Background: an optimization exercise with open tools, aiming at small area and a short achievable clock period. Do not read the settings as production practice.
Function was checked by simulation only, so behaviour that the tests miss may differ from the original.
Power and IR drop assume default switching activity.

== run A ==
Design DCIM, start of the top module:
module DCIM (
    input clk,
    input rst_n,
    input in_valid,
    input [127:0] in_data1,
    input [127:0] in_data2,
    input [127:0] in_data3,
    input [127:0] in_data4,
    output reg out_valid,
    output reg [12:0] O1,
    output reg [12:0] O2,
    output reg [12:0] O3,
    output reg [12:0] O4
);
reg [5:1] v;
reg [1:0] cnt1;
reg [1:0] cnt2;
reg [1:0] cnt3;
reg [1:0] cnt4;
reg l5, l6;
reg keep1;
reg keep2;
reg keep3;
reg keep4;
always @(posedge clk or negedge rst_n) begin
    if (!rst_n) begin
        v <= 5'd0; l5 <= 1'b0; l6 <= 1'b0; out_valid <= 1'b0; O1 <= 13'd0; cnt1 <= 2'd0; keep1 <= 1'b0; O2 <= 13'd0; cnt2 <= 2'd0; keep2 <= 1'b0; O3 <= 13'd0; cnt3 <= 2'd0; keep3 <= 1'b0; O4 <= 13'd0; cnt4 <= 2'd0; keep4 <= 1'b0;
    end else begin
        v <= {v[4:1], in_valid};
        if (v[5]) begin cnt1 <= cnt1 + 2'd1; keep1 <= ~(&cnt1); end
  ...
For scale: about 1600 cells after synthesis, roughly 570 I/O pins.
export LEC_CHECK = 0
export CAP_MARGIN = 20
export CORE_MARGIN = 2
export CORE_UTILIZATION = 55
export CTS_CLUSTER_DIAMETER = 80
export CTS_CLUSTER_SIZE = 30
export SETUP_SLACK_MARGIN = 0.8
export SLEW_MARGIN = 20
create_clock -name core_clock -period 2.4 [get_ports {clk}]
standard.sh (not shown) runs the stock make flow with config.mk's settings and CLKGATE_MAP_FILE= SYNTH_SCRIPT=/design/flow/synth_recipe.tcl, a recipe that flattens the netlist after the stock synthesis.
==> flow/flow/run.sh <==
#!/bin/bash
# Standard ORFS layout with two changes:
#  - SYNTH_ARGS=-noabc: skip the abc -fast inside Yosys's generic synth, so the
#    full adders written in the RTL reach extract_fa in their plain polarity
#    (no inverters around every full adder); the final liberty abc still runs.
#  - port buffers use buf_1.
set -euo pipefail
bash standard.sh SYNTH_ARGS=-noabc "BUFFER_PORTS_ARGS=-buffer_cell sky130_fd_sc_hd__buf_1" finish > flow_make.log 2>&1
Run A ended with every stage complete and zero timing, DRC or antenna violations.
What run B does differently from run A at the input level:
- a change of CORE_UTILIZATION from 55 to 66
### Flow results
- Run B did not stop at any stage, and its layout met the timing, DRC and antenna checks.
- Between run B and run A, number of vias per cell is lower for run A, run B comes in above that.
- Delta (run B minus run A): average routed wire per standard cell went up 7.7 microns; final-layout fill cell count lost 1428; number of buffers inserted during clock tree synthesis lost about 10%; total via count after detailed routing now sits higher; clock period minus worst slack higher.
- Multi-input combinational cell area delta (run A -> run B): insignificant
[inputs] run C vs run B
- CORE_UTILIZATION changed from 66 to 60
- GPL_TIMING_DRIVEN newly set to 0
- PLACE_DENSITY newly set to 0.7
Results
Total cell area at the placement stage: run C > run B. Measured against each other, run C and run B differ in via count of the first global-routing pass, the lower figure coming from run C. Run B → run C: global-route wire length before repair now sits lower; worst setup slack shows no meaningful change; average via count per standard cell went down about 9%. From run B to run C the numbers moved as follows: fraction of area in registers moved down; clock insertion delay at the later pin of the skew report moved up; global-route usage moved down. Run C reports its end of the critical path as O2[7] while run B reports O3[10].
## Diff of input files: run D against run C
- PLACE_DENSITY removed (was 0.7)
Findings:
- Across run D and run C, none had a timing, DRC or antenna violation.
- The number of non-clock buffers of run D is lower than that of run C.
- [run D] global-route wire length before repair rose 13 mm relative to run C
- Power (lower): run C
- Higher power dissipated in the clock network was reported by run C, not run D.
- Run D against run C: max-slew headroom at the worst pin went down, final cell count neither gained nor lost much, initial antenna violation count shrank by 1.
- Minimum clock period ends up higher on run C.
- In the tables for run D and run C, worst setup slack reads lower with run C.
- As far as post-layout net count is concerned, run D and run C perform about the same.
- On proportion of power drawn by the clock network: between run D and run C, it ends up lower for run D.

DCIM again, from the RTL that the note above started with.
Settings: LEC_CHECK=0, CAP_MARGIN=20, CORE_MARGIN=2, CORE_UTILIZATION=60, CTS_CLUSTER_DIAMETER=80, CTS_CLUSTER_SIZE=30, SETUP_SLACK_MARGIN=0.76, SLEW_MARGIN=20; clock period 2.4 ns.
Scripts as last shown in full above: flow/flow/run.sh
Change:
- SETUP_SLACK_MARGIN: 0.76 -> 0.8
- TNS_END_PERCENT: not set -> 10
Effect:
- The changed run passed the timing, DRC and antenna checks
- flip-flop and latch count does not change
- hold slack improves by 0.21 ns
- utilization drops by 0.88 points
- critical path depth stays the same
- sequential share of layout area climbs by 0.55 points
- die area stays the same
- clock-buffer cell count climbs by 6
- maximum frequency drops by 2.0%
- power drops by 1.3%
- setup slack degrades by 0.034 ns

DCIM again, from the RTL that the note above started with.
Settings: LEC_CHECK=0, ABC_AREA=1, CAP_MARGIN=20, CORE_MARGIN=2, CORE_UTILIZATION=60, CTS_CLUSTER_DIAMETER=80, CTS_CLUSTER_SIZE=30, SETUP_SLACK_MARGIN=0.8, SLEW_MARGIN=20; clock period 2.4 ns.
Scripts as last shown in full above: flow/flow/run.sh
==> next run, changes <==
Settings changed: ABC_AREA 1 to unset, CTS_CLUSTER_DIAMETER 80 to unset, CTS_CLUSTER_SIZE 30 to unset.
The changed run ran to the end with no violations.
Setup slack loses 0.0078 ns.
Routed wire length is higher by 37%.
Global-route usage grows by 7.1 points.
Non-clock buffer count went up by 3.
Sequential cell count is unchanged.
Count of clock-buffer cells in the layout went up by 51.
Clock power climbs by 71%.
Via count is lower by 0.43%.
Power goes up by 19%.

DCIM again, from the RTL that the note above started with.
==> flow/config.mk <==
export PLATFORM = sky130hd
export DESIGN_NAME = DCIM
export DESIGN_NICKNAME = DCIM
export VERILOG_FILES = /design/flow/design.v
export SDC_FILE = /design/flow/constraint.sdc
export NUM_CORES = 4
export LEC_CHECK = 0
export CAP_MARGIN = 20
export CORE_MARGIN = 2
export CORE_UTILIZATION = 60
export CTS_CLUSTER_DIAMETER = 80
export CTS_CLUSTER_SIZE = 30
export SETUP_SLACK_MARGIN = 0.85
export SLEW_MARGIN = 20
==> flow/constraint.sdc <==
create_clock -name core_clock -period 2.4 [get_ports {clk}]
set_input_delay 0.4800 -clock core_clock [delete_from_list [all_inputs] [get_ports {clk}]]
set_output_delay 0.4800 -clock core_clock [all_outputs]
set_load 0.01 [all_outputs]
Scripts as last shown in full above: flow/flow/run.sh
==> next run, changes <==
SETUP_SLACK_MARGIN = 0.8   (was 0.85)
Sequential power stays flat.
First-iteration DRC count came out lower by 5.2%.
Power is lower by about 1.2%.
Combinational power fell by about 4%.
Utilization fell by 0.60 points.
Die area stays the same.
Routed wire length decreases by 5.8%.
Count of clock-buffer cells in the layout is lower by 5.

## re-timing with driven ports
The results above use ideal ports. As a check the final layouts listed here were re-extracted and re-timed, cells and wires unchanged.
Step 1 sets driving cells, clkbuf_16 on the clock port and buf_2 on the other inputs (assumed; they add their load-dependent delay and slew).
Step 2 adds t to the input delays and takes it off the output delays; t is the mean of the earliest and latest rising clock arrival at the registers after step 1. Input paths then give back, and output paths get back, about the clock's delay inside the block.
Slacks: ideal / step 1 / step 2; pairs: ideal / step 1.
| run | shift t [ns] | slack for setup (ns) | hold WS [ns] | worst setup path at the end | slew at the worst register clock pin (ns) |
|---|---|---|---|---|---|
| run A | 0.655 | 0.746 / 0.685 / 0.265 | 0.197 / 0.166 / 0.323 | input to register | 0.11 / 0.11 |
| run B | 0.640 | 0.730 / 0.664 / 0.107 | 0.230 / 0.192 / 0.333 | input to register | 0.11 / 0.11 |
| run C | 0.653 | 0.731 / 0.672 / 0.167 | 0.211 / 0.181 / 0.332 | input to register | 0.11 / 0.11 |
| run D | 0.663 | 0.771 / 0.706 / 0.157 | 0.191 / 0.173 / 0.328 | input to register | 0.11 / 0.11 |
| the first run of note 2 | 0.661 | 0.742 / 0.692 / 0.132 | 0.012 / -0.026 / 0.331 | input to register | 0.11 / 0.11 |
| the second run of note 2 | 0.639 | 0.708 / 0.708 / 0.135 | 0.218 / 0.189 / 0.331 | input to register | 0.11 / 0.11 |
| the first run of note 3 | 0.649 | 0.738 / 0.680 / 0.246 | 0.197 / 0.189 / 0.322 | input to register | 0.11 / 0.11 |
| the second run of note 3 | 0.670 | 0.730 / 0.667 / 0.142 | 0.021 / -0.015 / 0.326 | input to register | 0.07 / 0.07 |
| the first run of note 4 | 0.653 | 0.754 / 0.686 / 0.187 | 0.202 / 0.159 / 0.334 | input to register | 0.11 / 0.11 |
| the second run of note 4 | 0.661 | 0.755 / 0.690 / 0.178 | 0.013 / -0.026 / 0.331 | input to register | 0.11 / 0.11 |
After both steps every run listed still meets setup and hold. For run B, which loses most, drivers alone change the setup slack by -0.066 ns; drivers and shift together by -0.623 ns.
